What follows belongs to an exercise in optimizing a design on an open flow for small area; a production flow would make more cautious choices. In this exercise RTL edits were held to simulation tests only and were not proved equivalent to the original. The flow treats the clock pin as an ideal source. Dropping or thinning the clock tree relies on that and would not hold on a real chip.

==> v15: inputs <==
==> flow/design.v <==
module preprocessor(input [15:0] xn, input acc, output [15:0] r);
  reg [16:0] yn, y, ea, eb;
  reg [18:0] A, aa, ab, Pm;
  reg [19:0] Qn, qa, qb;
  reg [25:0] m, ma, mb;
  reg s, pos, neg, c;
  integer i;
  always @* begin
    s = ~xn[15];
    pos = xn[15] & ~xn[14];
    neg = ~xn[15] & (xn[14] | &xn[13:0]);
    ea = {xn[15], xn};
    eb = ~{{16{neg}}, pos | neg};
    c = 1'b1;
    for (i = 0; i < 17; i = i + 1) begin
      yn[i] = ea[i] ^ eb[i] ^ c;
      c = (ea[i] & eb[i]) | (c & (ea[i] ^ eb[i]));
    end
    y = ~yn;
    aa = {{2{y[16]}}, y};
    ab = {y[16], y, 1'b0};
    A[0] = y[0];
    c = 1'b1;
    for (i = 1; i < 19; i = i + 1) begin
      A[i] = aa[i] ^ ab[i] ^ c;
      c = (aa[i] & ab[i]) | (c & (aa[i] ^ ab[i]));
    end
    Pm = acc ? A : {y[16], y, 1'b1, 1'b0};
    qa = {yn[16], yn[16], yn, 3'b111};
    qb = acc ? {{3{yn[16]}}, yn} : {yn[16], yn, ~s, ~s};
    c = 1'b1;
    for (i = 0; i < 20; i = i + 1) begin
      Qn[i] = qa[i] ^ qb[i] ^ c;
      c = (qa[i] & qb[i]) | (c & (qa[i] ^ qb[i]));
    end
    ma = {Pm, 7'b0};
    mb = {{6{Qn[19]}}, Qn};
    c = ~s;
    for (i = 0; i < 26; i = i + 1) begin
      m[i] = ma[i] ^ mb[i] ^ c;
      c = (ma[i] & mb[i]) | (c & (ma[i] ^ mb[i]));
    end
  end
  assign r = m[24:9];
endmodule
`timescale 1ns / 1ps
module attitude_estimation(
    input clk,
    input reset,
    output SCLK,
    output MOSI,
    input  MISO_G,
    output SS_G,
    input  MISO_A,
    output SS_A,
    output [15:0] gyro_x,
    output [15:0] gyro_y,
    output [15:0] accl_x,
    output [15:0] accl_y,
    output [15:0] accl_z
    );
    reg [3:0] c; reg [2:0] j; reg a, b1, b2;
    wire gyro = ~a & (b1 | b2);
    wire ovh = j[2];
    wire c15 = &c;
    always @(posedge clk)
        if (reset) begin c <= 4'd12; j <= 3'd4; {a, b1, b2} <= 3'b000; end
        else begin
            c <= (c15 & (j == 3)) ? 4'd12 : c + 4'd1;
            if (c15) begin
                case (j)
                  0: j <= gyro ? 3'd2 : 3'd1;
                  1: j <= 3'd2;
                  2: j <= 3'd3;
                  3: j <= 3'd4;
                  default: j <= 3'd0;
                endcase
                if (ovh) case ({a, b1, b2})
                  3'b010: {a, b1, b2} <= 3'b001;
                  3'b001: {a, b1, b2} <= 3'b110;
                  3'b110: {a, b1, b2} <= 3'b101;
                  3'b101: {a, b1, b2} <= 3'b111;
                  default: {a, b1, b2} <= 3'b010;
                endcase
            end
        end
    wire act = ~ovh | (c == 12);
    assign SS_G = ~(gyro & act);
    assign SS_A = ~(a & act);
    assign SCLK = c[0] & ~ovh;
    wire [2:0] bi = c[3:1];
    assign MOSI = (j == 0) & ((bi == 6 & b1) | (bi == 5 & b2) | (bi == 3 & a));
    wire sample = ~ovh & j[1] & ~c[0];
    wire wb = (c == 14) & ovh;
    wire upd = wb & a & b1 & b2;
    wire acc = a;
    reg [16:0] rw;
    always @(posedge clk)
        rw <= {rw[15:0], sample ? ~(a ? MISO_A : MISO_G) : rw[16]};
    wire [15:0] xn = {rw[0], rw[15], rw[13], rw[11], rw[9], rw[7], rw[5], rw[3],
                     rw[16], rw[14], rw[12], rw[10], rw[8], rw[6], rw[4], rw[2]};
    wire [15:0] r;
    preprocessor pp (.xn(xn), .acc(acc), .r(r));
    reg [63:0] rp;
    wire [63:0] rpn;
    genvar g;
    generate for (g = 0; g < 64; g = g + 1) begin : ring
        if ((g % 16) < 4)
            assign rpn[g] = wb ? r[4*(g/16) + g%16] : rp[(g + 63) % 64];
        else
            assign rpn[g] = rp[(g + 63) % 64];
    end endgenerate
    always @(posedge clk) rp <= rpn;
    wire [15:0] p0, p1, p2, p3;
    generate for (g = 0; g < 16; g = g + 1) begin : pk
        assign p0[g] = rp[(16*(g/4) + g%4 + 255) % 64];
        assign p1[g] = rp[(16*(g/4) + g%4 + 203) % 64];
        assign p2[g] = rp[(16*(g/4) + g%4 + 135) % 64];
        assign p3[g] = rp[(16*(g/4) + g%4 + 67) % 64];
    end endgenerate
    wire ld = upd & ~reset;
    wire hd = ~upd & ~reset;
    reg [79:0] O;
    always @(posedge clk)
        O <= ({p0, p1, p2, p3, r} & {80{ld}}) | (O & {80{hd}});
    assign {gyro_x, gyro_y, accl_x, accl_y, accl_z} = O;
endmodule
==> flow/flow/run.sh <==
#!/bin/bash
# Standard layout, except: port buffers use the smallest buffer cell, and
# the clock tree is one root buffer feeding LEAF_COUNT leaf buffers, each
# driving one cluster of nearby flip-flops (flow/cts_hook.tcl).
set -euo pipefail
export BUFFER_PORTS_ARGS="-buffer_cell sky130_fd_sc_hd__buf_1"
export PRE_CTS_TCL="$PWD/flow/cts_hook.tcl"
export LEAF_COUNT=18
export ROOT_CELL=sky130_fd_sc_hd__clkbuf_8
export LEAF_CELL=sky130_fd_sc_hd__clkbuf_4
bash standard.sh finish > standard_finish.log 2>&1
==> flow/flow/cts_hook.tcl <==
# Clock tree: instead of TritonCTS's H-tree, the clock port drives a few
# leaf clock buffers directly, each feeding one cluster of nearby
# flip-flops (recursive median bisection of the placed flip-flop positions).
set ::leaf_count [expr {[info exists ::env(LEAF_COUNT)] ? $::env(LEAF_COUNT) : 4}]
set ::leaf_cell [expr {[info exists ::env(LEAF_CELL)] ? $::env(LEAF_CELL) : "sky130_fd_sc_hd__clkbuf_8"}]
set ::root_cell [expr {[info exists ::env(ROOT_CELL)] ? $::env(ROOT_CELL) : ""}]

rename clock_tree_synthesis orfs_clock_tree_synthesis
proc clock_tree_synthesis {args} {
  set block [ord::get_db_block]
  set net [$block findNet clk]
  set its {}
  set xs {}
  set ys {}
  foreach it [$net getITerms] {
    set inst [$it getInst]
    set bb [$inst getBBox]
    lappend its $it
    lappend xs [expr {([$bb xMin] + [$bb xMax]) / 2.0}]
    lappend ys [expr {([$bb yMin] + [$bb yMax]) / 2.0}]
  }
  set n [llength $its]
  set k $::leaf_count
  # balanced clusters: split a group that is to hold kk clusters at the
  # matching quantile of the longer side of its bounding box, recursively
  set todo [list [list [lsearch -all [lrepeat $n 1] 1] $k]]
  set groups {}
  while {[llength $todo] > 0} {
    lassign [lindex $todo 0] grp kk
    set todo [lrange $todo 1 end]
    if {$kk == 1} { lappend groups $grp; continue }
    set gx [lmap i $grp {lindex $xs $i}]
    set gy [lmap i $grp {lindex $ys $i}]
    set w [expr {[tcl::mathfunc::max {*}$gx] - [tcl::mathfunc::min {*}$gx]}]
    set h [expr {[tcl::mathfunc::max {*}$gy] - [tcl::mathfunc::min {*}$gy]}]
    if {$w >= $h} { set key $gx } else { set key $gy }
    set srt [lsort -real -indices $key]
    set k1 [expr {$kk / 2}]
    set cut [expr {([llength $grp] * $k1 + $kk / 2) / $kk}]
    lappend todo [list [lmap j [lrange $srt 0 [expr {$cut - 1}]] {lindex $grp $j}] $k1]
    lappend todo [list [lmap j [lrange $srt $cut end] {lindex $grp $j}] [expr {$kk - $k1}]]
  }
  set asg [lrepeat $n 0]
  set cx {}
  set cy {}
  for {set c 0} {$c < $k} {incr c} {
    set sx 0.0; set sy 0.0
    foreach i [lindex $groups $c] {
      lset asg $i $c
      set sx [expr {$sx + [lindex $xs $i]}]
      set sy [expr {$sy + [lindex $ys $i]}]
    }
    set m [llength [lindex $groups $c]]
    lappend cx [expr {$sx / $m}]
    lappend cy [expr {$sy / $m}]
  }
  set master [[ord::get_db] findMaster $::leaf_cell]
  set src $net
  if {$::root_cell ne ""} {
    # one root buffer, at the mean of the cluster centres, between the
    # clock port and the leaf buffers
    set rb [odb::dbInst_create $block [[ord::get_db] findMaster $::root_cell] "clkroot"]
    set src [odb::dbNet_create $block "clknet_root"]
    $src setSigType CLOCK
    [$rb findITerm A] connect $net
    [$rb findITerm X] connect $src
    set sx 0.0; set sy 0.0
    for {set c 0} {$c < $k} {incr c} {
      set sx [expr {$sx + [lindex $cx $c]}]
      set sy [expr {$sy + [lindex $cy $c]}]
    }
    $rb setLocation [expr {int($sx / $k)}] [expr {int($sy / $k)}]
    $rb setPlacementStatus PLACED
  }
  for {set c 0} {$c < $k} {incr c} {
    set b [odb::dbInst_create $block $master "clkleaf_$c"]
    set ln [odb::dbNet_create $block "clknet_leaf_$c"]
    $ln setSigType CLOCK
    [$b findITerm A] connect $src
    [$b findITerm X] connect $ln
    set m 0
    for {set i 0} {$i < $n} {incr i} {
      if {[lindex $asg $i] == $c} {
        set it [lindex $its $i]
        $it disconnect
        $it connect $ln
        incr m
      }
    }
    $b setLocation [expr {int([lindex $cx $c])}] [expr {int([lindex $cy $c])}]
    $b setPlacementStatus PLACED
    puts "clock leaf $c: $m sinks at [lindex $cx $c] [lindex $cy $c]"
  }
  set_propagated_clock [all_clocks]
}
==> flow/standard.sh <==
#!/bin/bash
# synth_recipe.tcl (not shown) runs the flow's synth.tcl, then flattens the netlist and writes it again
# the make line also repeats each setting of config.mk as NAME=value (left out here)
make -C /OpenROAD-flow-scripts/flow DESIGN_CONFIG=/design/flow/config.mk WORK_HOME=/design/flow/orfs CLKGATE_MAP_FILE= SYNTH_SCRIPT=/design/flow/synth_recipe.tcl "${@:-finish}"
==> flow/config.mk <==
export PLATFORM = sky130hd
export DESIGN_NAME = attitude_estimation
export DESIGN_NICKNAME = attitude_estimation
export VERILOG_FILES = /design/flow/design.v
export SDC_FILE = /design/flow/constraint.sdc
export NUM_CORES = 4
export LEC_CHECK = 0
export CAP_MARGIN = 20
export CORE_MARGIN = 2
export CORE_UTILIZATION = 70
export CTS_BUF_LIST = sky130_fd_sc_hd__clkbuf_8
export PLACE_DENSITY = 0.8
export SLEW_MARGIN = 20
==> flow/constraint.sdc <==
create_clock -name core_clock -period 16.0 [get_ports {clk}]
set_input_delay 3.2000 -clock core_clock [delete_from_list [all_inputs] [get_ports {clk}]]
set_output_delay 3.2000 -clock core_clock [all_outputs]
set_load 0.01 [all_outputs]
==> inputs of v25, as changes to v15 <==
==> flow/design.v, changed modules only <==
module preprocessor(input [15:0] x, input acc, output [15:0] r);
  reg [16:0] y, ea, eb;
  reg [18:0] A, aa, ab, Pm;
  reg [19:0] Q, qa, qb;
  reg [25:0] m, ma, mb;
  reg s, pos, neg, c;
  integer i;
  always @* begin
    s = x[15];
    pos = ~x[15] & x[14];
    neg = x[15] & (~x[14] | ~|x[13:0]);
    ea = {x[15], x};
    eb = {{16{neg}}, pos | neg};
    c = 1'b0;
    for (i = 0; i < 17; i = i + 1) begin
      y[i] = ea[i] ^ eb[i] ^ c;
      c = (ea[i] & eb[i]) | (c & (ea[i] ^ eb[i]));
    end
    aa = {{2{y[16]}}, y};
    ab = {y[16], y, 1'b0};
    A[0] = y[0];
    c = 1'b1;
    for (i = 1; i < 19; i = i + 1) begin
      A[i] = aa[i] ^ ab[i] ^ c;
      c = (aa[i] & ab[i]) | (c & (aa[i] ^ ab[i]));
    end
    Pm = acc ? A : {y[16], y, 1'b1, 1'b0};
    qa = {y[16], y[16], y, 3'b000};
    qb = acc ? {{3{y[16]}}, y} : {y[16], y, s, s};
    c = 1'b0;
    for (i = 0; i < 20; i = i + 1) begin
      Q[i] = qa[i] ^ qb[i] ^ c;
      c = (qa[i] & qb[i]) | (c & (qa[i] ^ qb[i]));
    end
    ma = {Pm, 7'b0};
    mb = ~{{6{Q[19]}}, Q};
    c = ~s;
    for (i = 0; i < 26; i = i + 1) begin
      m[i] = ma[i] ^ mb[i] ^ c;
      c = (ma[i] & mb[i]) | (c & (ma[i] ^ mb[i]));
    end
  end
  assign r = m[24:9];
endmodule
module attitude_estimation(
    input clk,
    input reset,
    output SCLK,
    output MOSI,
    input  MISO_G,
    output SS_G,
    input  MISO_A,
    output SS_A,
    output [15:0] gyro_x,
    output [15:0] gyro_y,
    output [15:0] accl_x,
    output [15:0] accl_y,
    output [15:0] accl_z
    );
    reg [3:0] c; reg [2:0] j; reg a, b1, b2;
    wire gyro = ~a & (b1 | b2);
    wire ovh = j[2];
    wire c15 = &c;
    always @(posedge clk)
        if (reset) begin c <= 4'd12; j <= 3'd4; {a, b1, b2} <= 3'b000; end
        else begin
            c <= (c15 & (j == 3)) ? 4'd12 : c + 4'd1;
            if (c15) begin
                case (j)
                  0: j <= gyro ? 3'd2 : 3'd1;
                  1: j <= 3'd2;
                  2: j <= 3'd3;
                  3: j <= 3'd4;
                  default: j <= 3'd0;
                endcase
                if (ovh) case ({a, b1, b2})
                  3'b010: {a, b1, b2} <= 3'b001;
                  3'b001: {a, b1, b2} <= 3'b110;
                  3'b110: {a, b1, b2} <= 3'b101;
                  3'b101: {a, b1, b2} <= 3'b111;
                  default: {a, b1, b2} <= 3'b010;
                endcase
            end
        end
    wire act = ~ovh | (c == 12);
    assign SS_G = ~(gyro & act);
    assign SS_A = ~(a & act);
    assign SCLK = c[0] & ~ovh;
    wire [2:0] bi = c[3:1];
    assign MOSI = (j == 0) & ((bi == 6 & b1) | (bi == 5 & b2) | (bi == 3 & a));
    wire sample = ~ovh & j[1] & ~c[0];
    wire wb = (c == 14) & ovh;
    wire upd = wb & a & b1 & b2;
    wire acc = a;
    reg [16:0] rw;
    always @(posedge clk)
        rw <= {rw[15:0], sample ? (a ? MISO_A : MISO_G) : rw[16]};
    wire [15:0] x = {rw[0], rw[15], rw[13], rw[11], rw[9], rw[7], rw[5], rw[3],
                     rw[16], rw[14], rw[12], rw[10], rw[8], rw[6], rw[4], rw[2]};
    wire [15:0] r;
    preprocessor pp (.x(x), .acc(acc), .r(r));
    reg [63:0] rp;
    wire [63:0] rpn;
    genvar g;
    generate for (g = 0; g < 64; g = g + 1) begin : ring
        if ((g % 16) < 4)
            assign rpn[g] = wb ? r[4*(g/16) + g%16] : rp[(g + 63) % 64];
        else
            assign rpn[g] = rp[(g + 63) % 64];
    end endgenerate
    always @(posedge clk) rp <= rpn;
    wire [15:0] p0, p1, p2, p3;
    generate for (g = 0; g < 16; g = g + 1) begin : pk
        assign p0[g] = rp[(16*(g/4) + g%4 + 255) % 64];
        assign p1[g] = rp[(16*(g/4) + g%4 + 203) % 64];
        assign p2[g] = rp[(16*(g/4) + g%4 + 135) % 64];
        assign p3[g] = rp[(16*(g/4) + g%4 + 67) % 64];
    end endgenerate
    wire ld = upd & ~reset;
    wire hd = ~upd & ~reset;
    reg [79:0] O;
    always @(posedge clk)
        O <= ({p0, p1, p2, p3, r} & {80{ld}}) | (O & {80{hd}});
    assign {gyro_x, gyro_y, accl_x, accl_y, accl_z} = O;
endmodule
==> flow/flow/run.sh (replaced) <==
#!/bin/bash
# Standard layout, except: port buffers use the smallest buffer cell, and
# clock tree synthesis inserts no dummy loads.
set -euo pipefail
export BUFFER_PORTS_ARGS="-buffer_cell sky130_fd_sc_hd__buf_1"
export CTS_ARGS="-sink_clustering_enable -repair_clock_nets -dont_use_dummy_load -buf_list sky130_fd_sc_hd__clkbuf_8 -sink_buffer_max_cap_derate 1.0"
bash standard.sh finish > standard_finish.log 2>&1
removed: flow/flow/cts_hook.tcl
==> inputs of v9, as changes to v15 <==
==> flow/design.v, changed modules only <==
module preprocessor(input [15:0] x, input acc, output [15:0] r);
  reg [16:0] y, ea, eb;
  reg [18:0] A, aa, ab, Pm;
  reg [19:0] Q, qa, qb;
  reg [25:0] m, ma, mb;
  reg s, pos, neg, c;
  integer i;
  always @* begin
    s = x[15];
    pos = ~x[15] & x[14];
    neg = x[15] & (~x[14] | ~|x[13:0]);
    ea = {x[15], x};
    eb = {{16{neg}}, pos | neg};
    c = 1'b0;
    for (i = 0; i < 17; i = i + 1) begin
      y[i] = ea[i] ^ eb[i] ^ c;
      c = (ea[i] & eb[i]) | (c & (ea[i] ^ eb[i]));
    end
    aa = {{2{y[16]}}, y};
    ab = {y[16], y, 1'b0};
    A[0] = y[0];
    c = 1'b1;
    for (i = 1; i < 19; i = i + 1) begin
      A[i] = aa[i] ^ ab[i] ^ c;
      c = (aa[i] & ab[i]) | (c & (aa[i] ^ ab[i]));
    end
    Pm = acc ? A : {y[16], y, 1'b1, 1'b0};
    qa = {y[16], y[16], y, 3'b000};
    qb = acc ? {{3{y[16]}}, y} : {y[16], y, s, s};
    c = 1'b0;
    for (i = 0; i < 20; i = i + 1) begin
      Q[i] = qa[i] ^ qb[i] ^ c;
      c = (qa[i] & qb[i]) | (c & (qa[i] ^ qb[i]));
    end
    ma = {Pm, 7'b0};
    mb = ~{{6{Q[19]}}, Q};
    c = ~s;
    for (i = 0; i < 26; i = i + 1) begin
      m[i] = ma[i] ^ mb[i] ^ c;
      c = (ma[i] & mb[i]) | (c & (ma[i] ^ mb[i]));
    end
  end
  assign r = m[24:9];
endmodule
module attitude_estimation(
    input clk,
    input reset,
    output SCLK,
    output MOSI,
    input  MISO_G,
    output SS_G,
    input  MISO_A,
    output SS_A,
    output [15:0] gyro_x,
    output [15:0] gyro_y,
    output [15:0] accl_x,
    output [15:0] accl_y,
    output [15:0] accl_z
    );
    reg [3:0] c; reg [2:0] j; reg a, b1, b2;
    wire gyro = ~a & (b1 | b2);
    wire ovh = j[2];
    wire c15 = &c;
    always @(posedge clk)
        if (reset) begin c <= 4'd12; j <= 3'd4; {a, b1, b2} <= 3'b000; end
        else begin
            c <= (c15 & (j == 3)) ? 4'd12 : c + 4'd1;
            if (c15) begin
                case (j)
                  0: j <= gyro ? 3'd2 : 3'd1;
                  1: j <= 3'd2;
                  2: j <= 3'd3;
                  3: j <= 3'd4;
                  default: j <= 3'd0;
                endcase
                if (ovh) case ({a, b1, b2})
                  3'b010: {a, b1, b2} <= 3'b001;
                  3'b001: {a, b1, b2} <= 3'b110;
                  3'b110: {a, b1, b2} <= 3'b101;
                  3'b101: {a, b1, b2} <= 3'b111;
                  default: {a, b1, b2} <= 3'b010;
                endcase
            end
        end
    wire act = ~ovh | (c == 12);
    assign SS_G = ~(gyro & act);
    assign SS_A = ~(a & act);
    assign SCLK = c[0] & ~ovh;
    wire [2:0] bi = c[3:1];
    assign MOSI = (j == 0) & ((bi == 6 & b1) | (bi == 5 & b2) | (bi == 3 & a));
    wire sample = ~ovh & j[1] & ~c[0];
    wire wb = (c == 14) & ovh;
    wire upd = wb & a & b1 & b2;
    wire acc = a;
    reg [16:0] rw;
    always @(posedge clk)
        rw <= {rw[15:0], sample ? (a ? MISO_A : MISO_G) : rw[16]};
    wire [15:0] x = {rw[0], rw[15], rw[13], rw[11], rw[9], rw[7], rw[5], rw[3],
                     rw[16], rw[14], rw[12], rw[10], rw[8], rw[6], rw[4], rw[2]};
    wire [15:0] r;
    preprocessor pp (.x(x), .acc(acc), .r(r));
    reg [63:0] rp;
    wire [63:0] rpn;
    genvar g;
    generate for (g = 0; g < 64; g = g + 1) begin : ring
        if ((g % 16) < 4)
            assign rpn[g] = wb ? r[4*(g/16) + g%16] : rp[(g + 63) % 64];
        else
            assign rpn[g] = rp[(g + 63) % 64];
    end endgenerate
    always @(posedge clk) rp <= rpn;
    wire [15:0] p0, p1, p2, p3;
    generate for (g = 0; g < 16; g = g + 1) begin : pk
        assign p0[g] = rp[(16*(g/4) + g%4 + 255) % 64];
        assign p1[g] = rp[(16*(g/4) + g%4 + 203) % 64];
        assign p2[g] = rp[(16*(g/4) + g%4 + 135) % 64];
        assign p3[g] = rp[(16*(g/4) + g%4 + 67) % 64];
    end endgenerate
    wire ld = upd & ~reset;
    wire hd = ~upd & ~reset;
    reg [79:0] O;
    always @(posedge clk)
        O <= ({p0, p1, p2, p3, r} & {80{ld}}) | (O & {80{hd}});
    assign {gyro_x, gyro_y, accl_x, accl_y, accl_z} = O;
endmodule
==> flow/flow/run.sh (replaced) <==
#!/bin/bash
# Standard layout, except: port buffers use the smallest buffer cell, and
# the clock tree is a single level of leaf buffers (flow/cts_hook.tcl).
set -euo pipefail
export BUFFER_PORTS_ARGS="-buffer_cell sky130_fd_sc_hd__buf_1"
export PRE_CTS_TCL="$PWD/flow/cts_hook.tcl"
export LEAF_COUNT=9
export ROOT_CELL=sky130_fd_sc_hd__clkbuf_8
export LEAF_CELL=sky130_fd_sc_hd__clkbuf_8
bash standard.sh finish > standard_finish.log 2>&1
==> flow_summary.toml <==
[setup_path]
worstPathMaxFanout = 13
worst-path-stages = 33

[yosys]
syn_nets = 597

[global_route]
use_met3 = 0.0248

[power_and_ir_drop]
p_switching_mw = 0.168

[clock_tree]
insertion_delay_ns = 0.43

[sta]
hold_slack_ns = 0.339
fmax_mhz = 76.0

[place]
place_area_um2 = 6970

[run_status]
run_status = "complete, no violations"

[final_layout]
drive_above_1_share = 0.0727
The numbers above come from v15.

==> flow_summary.toml <==
[yosys]
syn_nets = 617

[sta]
hold_slack_ns = 0.320

[setup_path]
worstPathMaxFanout = 8
worst-path-stages = 35

[power_and_ir_drop]
p_switching_mw = 0.170

[global_route]
use_met3 = 0.0616

[clock_tree]
insertion_delay_ns = 0.44
cts_buffers = 17

[final_layout]
drive_above_1_share = 0.0497
final_common_cell = "dfxtp_1"

[run_status]
run_status = "complete, no violations"

[place]
place_area_um2 = 7040

[floorplanning]
start_util = 0.723
The numbers above come from v25.

==> flow_summary.toml <==
[setup_path]
worst-path-stages = 35
worstPathMaxFanout = 8

[sta]
fmax_mhz = 80.6
hold_slack_ns = 0.338

[power_and_ir_drop]
p_sw_frac = 0.226
p_switching_mw = 0.156
power_leader = "sequential cells"
peakVddDrop_mv = 0.0620

[place]
dp.cells = 736
place_area_um2 = 7040

[run_status]
run_status = "complete, no violations"

[global_route]
use_met3 = 0.0253

[clock_tree]
insertion_delay_ns = 0.40

[yosys]
syn_nets = 617
synthCells = 545

[final_layout]
drive_above_1_share = 0.0389
The numbers above come from v9.

In v15 and v9 the design's own scripts or RTL, not TritonCTS, make the clock network.

==> static timing again, ports no longer ideal <==
No port has a modelled driver above. Below, the same layouts with a new extraction and two added sets of constraints. Step 1: set_driving_cell puts a clkbuf_16 on clk and a buf_2 on each other input, an assumption about the parent block. Step 2 moves the port delays by t, midway between the first and last clock arrival at a register: inputs arrive t later, outputs are due t later. That takes back most of the time a late clock gives input paths. a / b / c = ideal / step 1 / step 2; a / b = the first two.
run | shift t [ns] | setup WS [ns] | worst hold slack (ns) | worst slew at a driven data input, ns | cell pins on the clock port's net
v15 | 0.452 | 2.841 / 2.841 / 2.841 | 0.339 / 0.339 / 0.339 | 0.03 | 1
v25 | 0.462 | 3.590 / 3.590 / 3.590 | 0.320 / 0.320 / 0.320 | 0.03 | 1
v9 | 0.432 | 3.587 / 3.587 / 3.587 | 0.338 / 0.338 / 0.338 | 0.03 | 1
After both steps every run listed still meets setup and hold.
